Source: an optimization exercise on an open RTL-to-GDS flow (aim: small area). Production flows keep margins and buffers that such runs may drop. In this exercise RTL edits were held to simulation tests only and were not proved equivalent to the original. Power is estimated from default activity; no workload was simulated.

==> config.mk <==
export PLATFORM = sky130hd
export DESIGN_NAME = CPUCore
export DESIGN_NICKNAME = CPUCore
export VERILOG_FILES = /design/flow/design.v
export SDC_FILE = /design/flow/constraint.sdc
export NUM_CORES = 4
export LEC_CHECK = 0
export ABC_AREA = 1
export CAP_MARGIN = 20
export CORE_MARGIN = 2
export CORE_UTILIZATION = 40
export CTS_BUF_LIST = sky130_fd_sc_hd__clkbuf_4
export PLACE_DENSITY = 0.6
export SLEW_MARGIN = 20
==> design.v <==
module CPUCore(
input clk,
input Reset,
output wire [15:0] mem_addr,
output wire        mem_we,
output wire [15:0] mem_wdata,
input  wire [15:0] mem_rdata
);
localparam S_INIT = 4'd0,   
           S_FTCH = 4'd1,   
           S_EXEC = 4'd2,   
           S_SH1  = 4'd3,   
           S_SH2  = 4'd4,   
           S_RSH  = 4'd5,   
           S_MSET = 4'd6,   
           S_CAP  = 4'd7,   
           S_REST = 4'd8;   
reg [3:0]   ph;
reg [3:0]   st;
reg         first;
reg [255:0] rf;
reg [127:0] sk;
reg [15:0]  A, D, IR;
reg [3:0]   idx;
reg         c, cp;
reg         fC, fL, fF, fZ, fN;
wire [3:0] op  = IR[15:12];
wire [3:0] rdi = IR[11:8];
wire [3:0] ext = IR[7:4];
wire [3:0] rsi = IR[3:0];
wire [15:0] rtap;
wire [7:0]  stap;
genvar g;
generate
  for (g = 0; g < 16; g = g + 1) begin : gr
    assign rtap[g] = rf[16*g];
  end
  for (g = 0; g < 8; g = g + 1) begin : gs
    assign stap[g] = sk[16*g];
  end
endgenerate
wire [2:0] idxm1 = idx[2:0] - 3'd1;
wire rd_t = rtap[rdi];
wire rs_t = rtap[rsi];
wire st_t = stap[idxm1];
wire isR    = (op == 4'h0) | (op == 4'h6) | (op == 4'h7) | (op == 4'hA) | (op == 4'hE);
wire [3:0] f = isR ? ext : op;
wire fADD = (f == 4'h5), fSUB = (f == 4'h9), fCMP = (f == 4'hB), fAND = (f == 4'h1),
     fOR  = (f == 4'h2), fXOR = (f == 4'h3), fMOV = (f == 4'hD), fLUI = (f == 4'hF) & ~isR;
wire knownf = fADD | fSUB | fCMP | fAND | fOR | fXOR | fMOV | fLUI;
wire isALU  = knownf & (isR | (op != 4'h4 && op != 4'h8 && op != 4'hC));
wire isSHLR = isR & ~knownf;
wire isSH   = (op == 4'h8);
wire isMEM  = (op == 4'h4);
wire isB    = (op == 4'hC);
wire iLOAD  = isMEM & (ext == 4'h0);
wire iSTOR  = isMEM & (ext == 4'h4);
wire iJAL   = isMEM & (ext == 4'h8);
wire iJC    = isMEM & (ext == 4'hC);
wire iRET   = isMEM & (ext == 4'hF);
wire alu_we = isALU & ~((op == 4'h0 && ext == 4'hB) || op == 4'hB);
reg cond;
always @(*) begin
  case (rdi)
    4'h0: cond = fZ;
    4'h1: cond = ~fZ;
    4'hD: cond = fN | fZ;
    4'h2: cond = fC;
    4'h3: cond = ~fC;
    4'h4: cond = fL;
    4'h5: cond = ~fL;
    4'hA: cond = ~fL & ~fZ;
    4'hB: cond = fL | fZ;
    4'h6: cond = fN;
    4'h7: cond = ~fN;
    4'h8: cond = fF;
    4'h9: cond = ~fF;
    4'hC: cond = ~fN & ~fZ;
    4'hE: cond = 1'b1;
    default: cond = 1'b0;
  endcase
end
wire sExec = (st == S_EXEC);
wire ph0 = (ph == 4'd0);
wire ph15 = (ph == 4'd15);
wire immraw = IR[ph[2:0]];
wire sext   = ~isR & (fADD | fSUB | fCMP);
wire immb   = ph[3] ? (sext & IR[7]) : immraw;
wire a    = rd_t;
wire b    = isR ? rs_t : immb;
wire bb   = b ^ (fSUB | fCMP);
wire cin  = ph0 ? (fSUB | fCMP) : c;
wire sum  = a ^ bb ^ cin;
wire cout = (a & bb) | (cin & (a ^ bb));
reg alu_out;
always @(*) begin
  if (fADD | fSUB)      alu_out = sum;
  else if (fAND)        alu_out = a & b;
  else if (fOR)         alu_out = a | b;
  else if (fXOR)        alu_out = a ^ b;
  else if (fMOV)        alu_out = b;
  else if (fLUI)        alu_out = ph[3] ? immraw : a;
  else                  alu_out = 1'b0;
end
wire takenB = isB & cond;
wire pb     = sExec & takenB & (ph[3] ? IR[7] : immraw);
wire pcin   = ph0 ? ~(sExec & takenB) : cp;
wire pcsum  = A[0] ^ pb ^ pcin;
wire pcout  = (A[0] & pb) | (pcin & (A[0] ^ pb));
wire [3:0] m    = IR[3:0];
wire       shr  = isSH & ext[0];
wire [3:0] sel  = shr ? m : (4'd0 - m);
wire       dsel = D[sel];
wire [4:0] phs  = {1'b0, ph} + {1'b0, sel};
wire       zero = isSHLR ? c : IR[3];
wire       mask = zero | (shr ? phs[4] : ~phs[4]);
wire       shout = ~mask & dsel;
wire       shwe  = (m != 4'd0) | zero;
reg wen, wbit;
always @(*) begin
  wen = 1'b0; wbit = 1'b0;
  case (st)
    S_EXEC: begin wen = alu_we; wbit = alu_out; end
    S_SH1:  begin wen = ~shr & shwe; wbit = shout; end
    S_SH2:  begin wen = shr & shwe; wbit = shout; end
    S_MSET: begin wen = 1'b1; wbit = pcsum; end
    S_REST: begin wen = 1'b1; wbit = D[0]; end
    default: ;
  endcase
end
wire init = (st == S_INIT);
reg a_in;
always @(*) begin
  case (st)
    S_INIT: a_in = 1'b0;
    S_EXEC: begin
      if (iJAL | (iJC & cond)) a_in = rs_t;
      else if (iRET & (idx != 4'd0)) a_in = st_t;
      else a_in = pcsum;
    end
    S_SH2:  a_in = pcsum;
    S_MSET: a_in = rs_t;
    S_REST: a_in = rd_t;
    default: a_in = A[0];
  endcase
end
reg d_in;
always @(*) begin
  case (st)
    S_SH1, S_MSET: d_in = rd_t;
    S_RSH:         d_in = rs_t;
    S_CAP:         d_in = D[0];
    default:       d_in = A[15];
  endcase
end
integer r;
always @(posedge clk) begin
  for (r = 0; r < 16; r = r + 1)
    rf[16*r +: 16] <= {(init | (wen & (rdi == r))) ? (wbit & ~init) : rf[16*r], rf[16*r+1 +: 15]};
  for (r = 0; r < 8; r = r + 1)
    sk[16*r +: 16] <= {(sExec & iJAL & ~idx[3] & (idx[2:0] == r)) ? pcsum : sk[16*r], sk[16*r+1 +: 15]};
  A <= {a_in, A[15:1]};
  if (st == S_CAP && ph == 4'd1)
    D <= {mem_rdata[1:0], mem_rdata[15:2]};
  else
    D <= {d_in, D[15:1]};
  cp <= pcout;
  if (st == S_FTCH && ph == 4'd1) IR <= mem_rdata;
  if (st == S_RSH && ph15) IR[3:0] <= D[4:1];
  if (sExec) c <= cout;
  else if (st == S_RSH) c <= (ph[3:2] != 2'b00) & (c | rs_t);
end
always @(posedge clk) begin
  if (~Reset) begin
    ph <= 4'd0; st <= S_INIT; first <= 1'b1; idx <= 4'd0;
    fC <= 1'b0; fL <= 1'b0; fF <= 1'b0; fZ <= 1'b0; fN <= 1'b0;
  end else begin
    ph <= ph + 4'd1;
    if (sExec & isALU) begin
      if (fCMP) begin
        fZ <= (ph0 | fZ) & ~sum;
        if (ph15) begin fN <= ~cout; fL <= sum; end
      end
      if ((fADD | fSUB) & ph15) begin
        fC <= fADD ? cout : ~cout;
        fF <= cin ^ cout;
      end
    end
    if (ph15) begin
      if (sExec & iJAL & ~idx[3]) idx <= idx + 4'd1;
      if (sExec & iRET & (idx != 4'd0)) idx <= idx - 4'd1;
      if (st == S_FTCH) first <= 1'b0;
      case (st)
        S_INIT: st <= S_FTCH;
        S_FTCH: begin
          if (isSHLR) st <= S_RSH;
          else if (isSH & ~ext[2]) st <= S_SH1;
          else if (iLOAD | iSTOR) st <= S_MSET;
          else st <= S_EXEC;
        end
        S_SH1:  st <= S_SH2;
        S_RSH:  st <= S_SH1;
        S_MSET: st <= iLOAD ? S_CAP : S_REST;
        S_CAP:  st <= S_REST;
        default: st <= S_FTCH;
      endcase
    end
  end
end
assign mem_we    = ((st == S_FTCH) & (ph == 4'd1) & ~first) | ((st == S_REST) & ph0 & iSTOR);
assign mem_addr  = ((st == S_FTCH) & (ph == 4'd1)) ? 16'h8000 : A;
assign mem_wdata = D;
endmodule
==> constraint.sdc <==
create_clock -name core_clock -period 10.0 [get_ports {clk}]
set_input_delay 2.0000 -clock core_clock [delete_from_list [all_inputs] [get_ports {clk}]]
set_output_delay 2.0000 -clock core_clock [all_outputs]
set_load 0.01 [all_outputs]
==> run.sh <==
#!/bin/bash
# synth_recipe.tcl (not shown) runs the flow's synth.tcl, then flattens the netlist and writes it again
# the make line also repeats each setting of config.mk as NAME=value (left out here)
make -C /OpenROAD-flow-scripts/flow DESIGN_CONFIG=/design/flow/config.mk WORK_HOME=/design/flow/orfs CLKGATE_MAP_FILE= SYNTH_SCRIPT=/design/flow/synth_recipe.tcl finish
==> summary.txt, run 1 <==
- The final critical path takes up 50.65% of the cycle.
- The top-level I/O count is 51.
- The finished cells cover 14820 um^2.
- The number of antenna violations at the first check in global routing is 2.
- The number of levels in the clock H-tree is 3.
- The post-synthesis simple-gate area fraction is 13.22%.
- Summed over all instances, the cell type with the most area after synthesis is sky130_fd_sc_hd__dfxtp_1.
- The number of sinks handled by clock tree synthesis is 452.
- The setup total negative slack is 0 ns.
- The die area is 32750 um^2.
- On the critical path, the stage with the largest delay is an instance of sky130_fd_sc_hd__dfxtp_1.
- The longest individual stage delay on the worst path is 0.56 ns.
- The maximum vdd ir drop is 0.1289 mV.
- After synthesis, the largest family of logic cells by area is simple AND/OR/NAND/NOR gates.
- The post-synthesis async set-or-reset flop share is 0%.
- For the worst flop-to-flop path, the logic depth is 13.
- After Yosys synthesis, full adders, half adders and majority gates account for 2.078% of the synthesized area.
- The worst register-to-register path has a setup slack of 6.36 ns.
- The net switching power figure is 0.0006831 W.
- The highest fanout seen on the critical path is 20.
- In the synthesized netlist, mux cells make up 0.6193% of the area.
- The maximum clock frequency is 197.4 MHz.
- Clock-pin slew was measured on the worst setup and hold paths at 0.06 ns.
- Once the floorplan was initialized, standard cells occupied 40.73% of the core.
- The number of CTS-inserted buffers is 105.
- The clock passes through at most 3 buffers.
- The classification of the worst setup path is reg2out.
- The net count after synthesis is 1162.
- Setup violations remaining at the end of the flow were counted as 0.
- The area of placed instances is 13460 um^2.
- At the worst endpoint, the required time is 8.00 ns.
- The flow ran to the end and the layout has no timing, DRC or antenna violations.
- Net switching is 20.95% of the power.
- Summing the areas of all compound-gate instances in the mapped netlist gives 5.794% of the synthesized area.
- For this design the ratio of total power to cell area is 220.0 nW/um^2.
- The number of synthesis warnings is 1.
- The net total in the final layout is 1306.
- The die is 181.0 um tall.
- In the post-synthesis netlist, the cell with the most instances is sky130_fd_sc_hd__dfxtp_1.
- For this run the aggregate overflow at the end of global routing stands at 0.
- The number of setup buffers added after CTS is 0.
- The commonest register cell after synthesis is sky130_fd_sc_hd__dfxtp_1.
- At the pin with the least slew margin, the transition time is 0.9818 ns.
- The final estimated routing congestion in global placement is 0.8840.
- The worst register-to-register path ends at rf[111]$_DFF_P_.
- Setup repair after global routing left no endpoint under its margin.
- The first detailed-routing pass took 5 iterations.
- Excluding fillers, the count of instances in the completed layout stands at 1746.
- The horizontal die dimension is 181.0 um.
- Prior to clock tree synthesis, the placed netlist has a worst setup slack of 5.731 ns.
- The number of nets with antenna violations after routing is 0.
- The kind of launch point of the worst setup path is a register.
- Traced cell by cell, the critical path runs through ha_1 -> inv_1 -> nor2_1 -> nand2_1 -> inv_1 -> buf_4 -> nor2_1 -> clkdlybuf4s50_1.
- The worst min-delay path class is reg2reg.
- Dividing the detail-routed via count by the number of cells gives 4.474.
- The area share of xor/xnor cells in the synthesized design is 0.6293%.
- The worst path needs 5.065 ns of the cycle, external delays included.
- The startpoint of the lowest-slack register-to-register path is IR[0]$_DFFE_PP_.
- The first global-routing pass estimated 38130 um of wire.
- By area the synthesized netlist is led by sky130_fd_sc_hd__dfxtp_1 (70%), sky130_fd_sc_hd__nand2_1 (6.1%), sky130_fd_sc_hd__edfxtp_1 (4.1%), sky130_fd_sc_hd__inv_1 (3.2%), sky130_fd_sc_hd__nor2_1 (2.4%).
- The count of final hold-check violations is 0.
- TritonCTS built the clock tree.
- The terminating pin of the worst hold path is sk[82]$_DFF_P_.
- For the worst-skew pair, the clock arrives at the later sink with an insertion delay of 0.74 ns.
- The number of gates resized after CTS was 0.
- The distinct cell type count after synthesis is 48.
- The cell area after technology mapping is 12530 um^2.
- The commonest cells after synthesis are sky130_fd_sc_hd__dfxtp_1 (435), sky130_fd_sc_hd__nand2_1 (204), sky130_fd_sc_hd__inv_1 (106).
- The part of the power in registers is 55.6%.
- In this run the most critical hold path is launched from sk[83]$_DFF_P_.
- After detailed routing, the average wire length per cell comes to 13.23 um.
- The worst path setup slack after routing is 4.935 ns.
- Global routing used 14.57% of the available tracks across all layers.
- Entering global routing, the biggest net connects 34 pins.
- The synthesized area divided by synthesized cell count is 11.13 um^2.
- Of the post-synthesis cell area, the dominant cell type holds 69.52%.
- STA classifies the critical path endpoint as an output port.
- The count of flip-flops with a built-in enable after synthesis is 17.
- The number of global-route vias before repair is 7841.
- After synthesis the netlist holds a flip-flop and latch count of 452.
- The arrival time at the worst endpoint is 3.06 ns.
- The master cell of the clock root buffer is sky130_fd_sc_hd__clkbuf_4.
- The power share of the clock group is 43.4%.
- The core region is 30750 um^2.
- The area growth from synthesis to layout is 18.32%.
- Summing over every cut layer, the via total after detailed routing is 7812.
- After the first detailed-routing iteration, the DRC count stood at 430.
- Measured against its own limit, the worst slew margin works out to 34.47%.
- The number of max-slew violations in the final report was 0.
- Once placement completed, the tool counted placed cells totaling 1558.
- The internal power component is 0.002578 W.
- For this run, the register share of the synthesized area comes to 73.60%.
- The count of buffers inserted at the top-level ports is 50.
- The post-detailed-placement half-perimeter wirelength is 15530 um.
- In this run, post-CTS hold repair placed 0 buffers.
- The floorplan has 64 rows.
- For this design the static power due to leakage is 6.226 nW.
- The cell count after synthesis came out at 1125.
- The fraction of final layout cells sized beyond drive strength 1 is 15.36%.
- The final routed wirelength across all metal layers is 23100 um.
- After detailed routing, the number of remaining DRC violations is 0.
- The number of cells on the worst hold path is 0.
- The combinational fraction of design power is 1.0%.
- The clock skew after layout is 0.04011 ns.
- Max-cap violations in this run came to 0.
placed cells by master (no fill, tap or decap), types with 3 or more instances in the layout:
cell / count
sky130_fd_sc_hd__o31ai_1: 3
sky130_fd_sc_hd__clkinv_1: 20
sky130_fd_sc_hd__nor2_1: 80
sky130_fd_sc_hd__a31oi_1: 4
sky130_fd_sc_hd__o21ai_0: 39
sky130_fd_sc_hd__o22ai_1: 12
sky130_fd_sc_hd__nor3_1: 16
sky130_fd_sc_hd__inv_1: 106
sky130_fd_sc_hd__fa_1: 3
sky130_fd_sc_hd__mux2_2: 6
sky130_fd_sc_hd__nand3_2: 4
sky130_fd_sc_hd__ha_1: 16
sky130_fd_sc_hd__a211oi_1: 3
sky130_fd_sc_hd__xor2_1: 6
sky130_fd_sc_hd__edfxtp_1: 17
sky130_fd_sc_hd__nand3_1: 56
sky130_fd_sc_hd__dfxtp_1: 435
sky130_fd_sc_hd__clkdlybuf4s50_1: 50
sky130_fd_sc_hd__o211ai_1: 8
sky130_fd_sc_hd__nand2_1: 204
sky130_fd_sc_hd__clkinv_2: 6
sky130_fd_sc_hd__xnor2_1: 3
sky130_fd_sc_hd__nand4_1: 6
sky130_fd_sc_hd__nand2_2: 6
sky130_fd_sc_hd__a21oi_1: 42
sky130_fd_sc_hd__clkbuf_4: 158
sky130_fd_sc_hd__inv_2: 6
flip-flops by register name (all words and copies together) (netlist names):
name and count:
D 16, fZ 1, fL 1, c 1, rf 256, cp 1
fC 1, st 4, fN 1, idx 4, sk 128, fF 1
A 16, IR 16, first 1, ph 4
per-stage QoR:
step	total power, W	hold WS (ns)	utilization [%]
after floorplan	0.001871	0.3096	-
after global placement	0.001886	0.3097	43.78
after detailed placement	0.001886	0.3121	43.78
after CTS	0.003325	0.2818	48.18
after global routing	0.003432	0.2903	48.20
final	0.003261	0.2936	48.20
how the worst max path moves through the flow:
stage	from	endpoint	slack, ns
after floorplan	st[0]$_SDFFE_PN0N_	mem_addr[10]	6.17
after global placement	ph[0]$_SDFF_PN0_	mem_addr[12]	5.80
after detailed placement	ph[0]$_SDFF_PN0_	mem_addr[12]	5.73
after CTS	ph[0]$_SDFF_PN0_	mem_addr[7]	4.87
after global routing	ph[0]$_SDFF_PN0_	mem_addr[9]	4.67
final	ph[0]$_SDFF_PN0_	mem_addr[9]	4.94
power by group through the flow:
stage | clock network [W] | logic, W | registers, W
after CTS | 0.00148 | 0.0000323 | 0.00181
final | 0.00141 | 0.0000324 | 0.00181
after detailed placement | 0 | 0.0000321 | 0.00185
after floorplan | 0 | 0.0000182 | 0.00185
after global placement | 0 | 0.0000320 | 0.00185
after global routing | 0.00158 | 0.0000364 | 0.00181
worst max-delay path, delay by kind of cell, from the launching register on:
family | cells | cell delay [ns]
adders and majority gates | 1 | 0.21
buffers and inverters | 4 | 1.10
DFF | 1 | 0.56
and+or+nand+nor | 3 | 0.45
area by class of cell:
cell class                      count  area (um^2)
Fill cell                        2868        15930
Sequential cell                   452         9219
Multi-Input combinational cell    542         2798
Clock buffer                      158         1186
Timing Repair Buffer               52        515.5
Tap cell                          396        495.5
Inverter                          116        435.4
Clock inverter                     28        166.4
Antenna cell                        2        5.005
metal layers:
metal	global-route usage, %	vias to the layer above	routed length [um]
met2	22.17	230	10050
li1	-	3964	-
met5	0	-	0
met3	4.898	32	1574
met1	18.84	3586	11010
met4	6.602	0	465
logic make-up after synthesis:
group | Yosys count
DFF | 452
and+or+nand+nor | 383
buffers and inverters | 131
AOI/OAI and AO/OA | 124
adders and majority gates | 19
xor gates and xnor gates | 9
muxes | 7
==> run 2: changes to the inputs <==
--- a/config.mk
+++ b/config.mk
@@ -5,10 +5,8 @@
 export SDC_FILE = /design/flow/constraint.sdc
 export NUM_CORES = 4
 export LEC_CHECK = 0
-export ABC_AREA = 1
 export CAP_MARGIN = 20
 export CORE_MARGIN = 2
 export CORE_UTILIZATION = 40
-export CTS_BUF_LIST = sky130_fd_sc_hd__clkbuf_4
 export PLACE_DENSITY = 0.6
 export SLEW_MARGIN = 20
==> run 2 against run 1 <==
Net effect:
- still clean
- total power up 7.1%
- non-clock buffer count is 1 lower
- hold slack better by 0.025 ns
- synthesized area grew 3.1%
- flip-flop and latch count unchanged
- global-route usage is 1.4 points lower
- sequential power is essentially flat
==> summary.txt, run 2 <==
- The leakage power figure is 5.941 nW (-4.6%).
- The internal power component was 0.002806 W (+8.9%).
- The count of buffers inserted at the top-level ports was 50 (unchanged).
- The number of CTS-inserted buffers is 41 (-61%).
- The net switching fraction of the power is 19.63% (-1.3 points).
- The fraction of final layout cells sized beyond drive strength 1 came to 12.45% (-2.9 points).
- The number of DRC violations after detailed routing is 0 (unchanged).
- The data required time of the worst path is 8.00 ns (about the same).
- In this run the clock root is driven by a sky130_fd_sc_hd__clkbuf_16.
- The synthesized area divided by synthesized cell count is 13.15 um^2 (+18%).
- The number of vias per cell after detailed routing is 4.769 (+6.6%).
- The number of global-route vias before repair was 6534 (-17%).
- The insertion delay to the later sink of the worst-skew pair is 0.54 ns (-0.20 ns).
- The power share of the clock group came to 47.2% (+3.8 points).
- The maximum clock frequency came to 202.8 MHz (+2.7%).
- Setup repair after global routing left no endpoint under its margin.
- The number of antenna violations at the first check in global routing is 0 (-2).
- The power density of the placed cells is 229.2 nW/um^2 (+4.2%).
- The maximum vdd ir drop came to 0.1959 mV (+52%).
- The final estimated routing congestion in global placement was 0.8780 (-0.68%).
- The flip-flop and latch count after synthesis is 452 (unchanged).
- The net count after synthesis is 1019 (-12%).
- The die height is 183.7 um (+1.5%).
- The count of final hold-check violations is 0 (unchanged).
- TritonCTS built the clock tree.
- The distinct cell type count after synthesis is 77 (+60%).
- The final critical delay including setup and external delays was 4.931 ns (-0.1338 ns).
- The number of vias in the routed layout is 7010 (-10%).
- The count of flip-flops with a built-in enable after synthesis came to 17 (unchanged).
- The synthesized netlist cell count is 982 (-13%).
- The register containing the most flip-flops in the final layout is rf.
- The effective utilization at floorplan was 40.81% (+0.072 points).
- The transition time at the pin with the least slew margin is 1.053 ns (+0.07096 ns).
- The maximum root-to-sink buffer count was 3 (unchanged).
- The part of the power in registers came to 51.9% (-3.7 points).
- The pin count of the biggest net entering global routing came to 22 (-35%).
- The wire length of the first global-routing pass is 34950 um (-8.3%).
- The horizontal die dimension was 183.7 um (+1.5%).
- The number of iterations in the first detailed-routing pass is 5 (unchanged).
- STA classifies the critical path endpoint as an output port.
- The number of levels in the clock H-tree is 2 (-1).
- The number of maximum-capacitance violations came to 0 (unchanged).
- In the layout the commonest cells are sky130_fd_sc_hd__dfxtp_1 (435), sky130_fd_sc_hd__nand2_1 (63), sky130_fd_sc_hd__clkdlybuf4s50_1 (50).
- The number of flip-flops in the largest register came to 256 (unchanged).
- The clock skew after layout came to 0.02247 ns (-0.01764 ns).
- The final standard cell area without fillers is 15240 um^2 (+2.8%).
- The number of sinks handled by clock tree synthesis came to 452 (unchanged).
- The worst setup path is of the reg2out kind.
- The arrival time at the worst endpoint came to 2.93 ns (-0.13 ns).
- The share of the cycle needed by the critical path after routing is 49.31% (-1.3 points).
- The net switching power figure is 0.0006854 W (+0.34%).
- The run finished with no timing, DRC or antenna violations.
- The count of endpoints failing setup in the final report is 0 (unchanged).
- The worst min-delay path class is reg2reg.
- The setup fix buffers added after clock tree synthesis is 0 (unchanged).
- The highest fanout seen on the critical path is 19 (-5.0%).
- The area of placed instances is 13730 um^2 (+2.0%).
- The antenna cell count is 0 (-2).
- The post-synthesis async set-or-reset flop share is 0% (unchanged).
- The net total in the final layout is 1072 (-18%).
- The number of synthesis warnings is 1 (unchanged).
- The global route total overflow is 0 (unchanged).
- The library cell used most frequently in the layout, excluding fill and tap cells, is sky130_fd_sc_hd__dfxtp_1.
- The combinational fraction of design power came to 0.9% (about the same).
- The largest registers in the layout are rf: 256 flops, sk: 128 flops.
- The wire length per cell is 15.16 um (+15%).
- The area fraction of the dominant cell type after synthesis is 67.45% (-2.1 points).
- The DRC violation total after the first TritonRoute iteration was 428 (-0.47%).
- The number of max-slew violations in the final report was 0 (unchanged).
- The core area was 31640 um^2 (+2.9%).
- The post-detailed-placement half-perimeter wirelength is 14530 um (-6.4%).
- The die area came to 33730 um^2 (+3.0%).
- The layout overhead on the synthesized area is 18.02%.
- The proportion of synthesized chip area in sequential cells is 71.41% (-2.2 points).
- The number of rows created at floorplan is 65 (+1.6%).
- The commonest register cell after synthesis is sky130_fd_sc_hd__dfxtp_1.
- The final routed wirelength across all metal layers was 22290 um (-3.5%).
- The remaining max-slew budget at the tightest pin is 29.43% (-5.0 points).
- In the synthesized netlist, the cells that appear most often are sky130_fd_sc_hd__dfxtp_1 (435), sky130_fd_sc_hd__nand2_1 (63), sky130_fd_sc_hd__nor2_1 (38).
- The setup total negative slack came to 0 ns (unchanged).
- The cell area after technology mapping is 12910 um^2 (+3.1%).
- The combined global-route utilization of all metal layers is 13.16% (-1.4 points).
- The clock transition at the registers of the reported paths came to 0.06 ns (about the same).
- The count of cells resized by post-cts repair is 0 (unchanged).
- Yosys attributes the largest share of cell area to sky130_fd_sc_hd__dfxtp_1 (67%), sky130_fd_sc_hd__edfxtp_1 (4.0%), sky130_fd_sc_hd__mux2_2 (2.7%), sky130_fd_sc_hd__mux2i_1 (2.2%), sky130_fd_sc_hd__nand2_1 (1.8%).
- sky130_fd_sc_hd__dfxtp_1 is the most common cell in the netlist.
- The top-level I/O count came to 51 (unchanged).
- The number of nets with antenna violations after routing was 0 (unchanged).
- The share of the core filled with cells is 48.16% (about the same).
- The library cell occupying the most area in the post-synthesis netlist is sky130_fd_sc_hd__dfxtp_1.
- The number of buffers inserted by hold repair at cts came to 0 (unchanged).
- The kind of launch point of the worst setup path is a register.
-- run 2: worst paths after layout --
kind                      start         endpoint  slack [ns]  cells after the start
max          st[0]$_SDFFE_PN0N_           mem_we        5.07                      4
min             rf[104]$_DFF_P_  rf[103]$_DFF_P_        0.32                      0
max reg2reg    IR[10]$_DFFE_PP_  rf[191]$_DFF_P_        5.26                     13
min reg2reg     rf[104]$_DFF_P_  rf[103]$_DFF_P_        0.32                      0
-- run 2: critical path, stage by stage (launching register included) --
cell and delay, ns:
sky130_fd_sc_hd__dfxtp_1 0.61, sky130_fd_sc_hd__nor2b_1 0.23, sky130_fd_sc_hd__nand4_1 0.53, sky130_fd_sc_hd__o22ai_1 0.43, sky130_fd_sc_hd__clkdlybuf4s50_1 0.59
-- run 2: metal layers --
layer  vias to the layer above  routed length [um]  global-route usage [%]
li1                       3461                   -                       -
met1                      3327               11170                   18.96
met2                       175                9233                   19.22
met3                        47                1240                   3.071
met4                         0                 644                   4.928
met5                         -                   0                       0
-- run 2: power groups by stage --
stage	Combinational, W	Sequential (W)	Clock [W]
final	0.0000298	0.00181	0.00165
after global routing	0.0000336	0.00181	0.00177
after CTS	0.0000299	0.00181	0.00169
after detailed placement	0.0000293	0.00185	0
after global placement	0.0000297	0.00185	0
after floorplan	0.0000168	0.00185	0
-- run 2: cells by family (layout without fill, tap and decap cells) --
group | Yosys count | in the layout | synth area share [%]
simple gates | 239 | 239 | 10.01
xor+xnor | 12 | 12 | 0.9305
mux | 70 | 70 | 6.736
fa+ha+maj | 19 | 19 | 2.016
compound gates | 121 | 121 | 6.562
buf+inv | 69 | 155 | 2.336
flops | 452 | 452 | 71.41
-- run 2: area by class of cell --
| cell class | instances | area, um^2 |
|---|---|---|
| well taps | 402 | 503.0 |
| inverters | 28 | 105.1 |
| fillers | 2746 | 16400 |
| flip-flops and latches | 452 | 9219 |
| clock inverters | 16 | 235.2 |
| repair buffers | 51 | 508.0 |
| clock buffers | 60 | 1271 |
| multi-input cells | 461 | 3395 |
-- run 2: per-stage QoR --
step	cells	hold WS (ns)	total power, W	setup slack, ns
after detailed placement	1394	0.3121	0.001884	5.224
after global routing	1470	0.3203	0.003616	4.751
after global placement	1394	0.3098	0.001884	5.420
final	1470	0.3182	0.003492	5.069
after CTS	1470	0.3174	0.003536	4.956
after floorplan	982	0.3096	0.001870	6.360

## separate check: timing with driven ports
The flow's constraints put no driver on any port. The routed layouts listed below were extracted and timed again, unchanged, in two steps. Step 1 sets driving cells, clkbuf_16 on the clock port and buf_2 on the other inputs (assumed; they add their load-dependent delay and slew). Step 2 also shifts input and output timing later by t, the mid clock arrival at the registers, as if the neighbouring blocks saw the same clock. Slacks: no drivers / after step 1 / after step 2; pairs: no drivers / after step 1.
run | t (ns) | setup WS [ns] | hold slack, ns
run 1 | 0.758 | 4.935 / 4.889 / 5.647 | 0.294 / 0.294 / 0.294
run 2 | 0.583 | 5.069 / 5.019 / 5.265 | 0.318 / 0.318 / 0.318
After both steps every run listed still meets setup and hold.
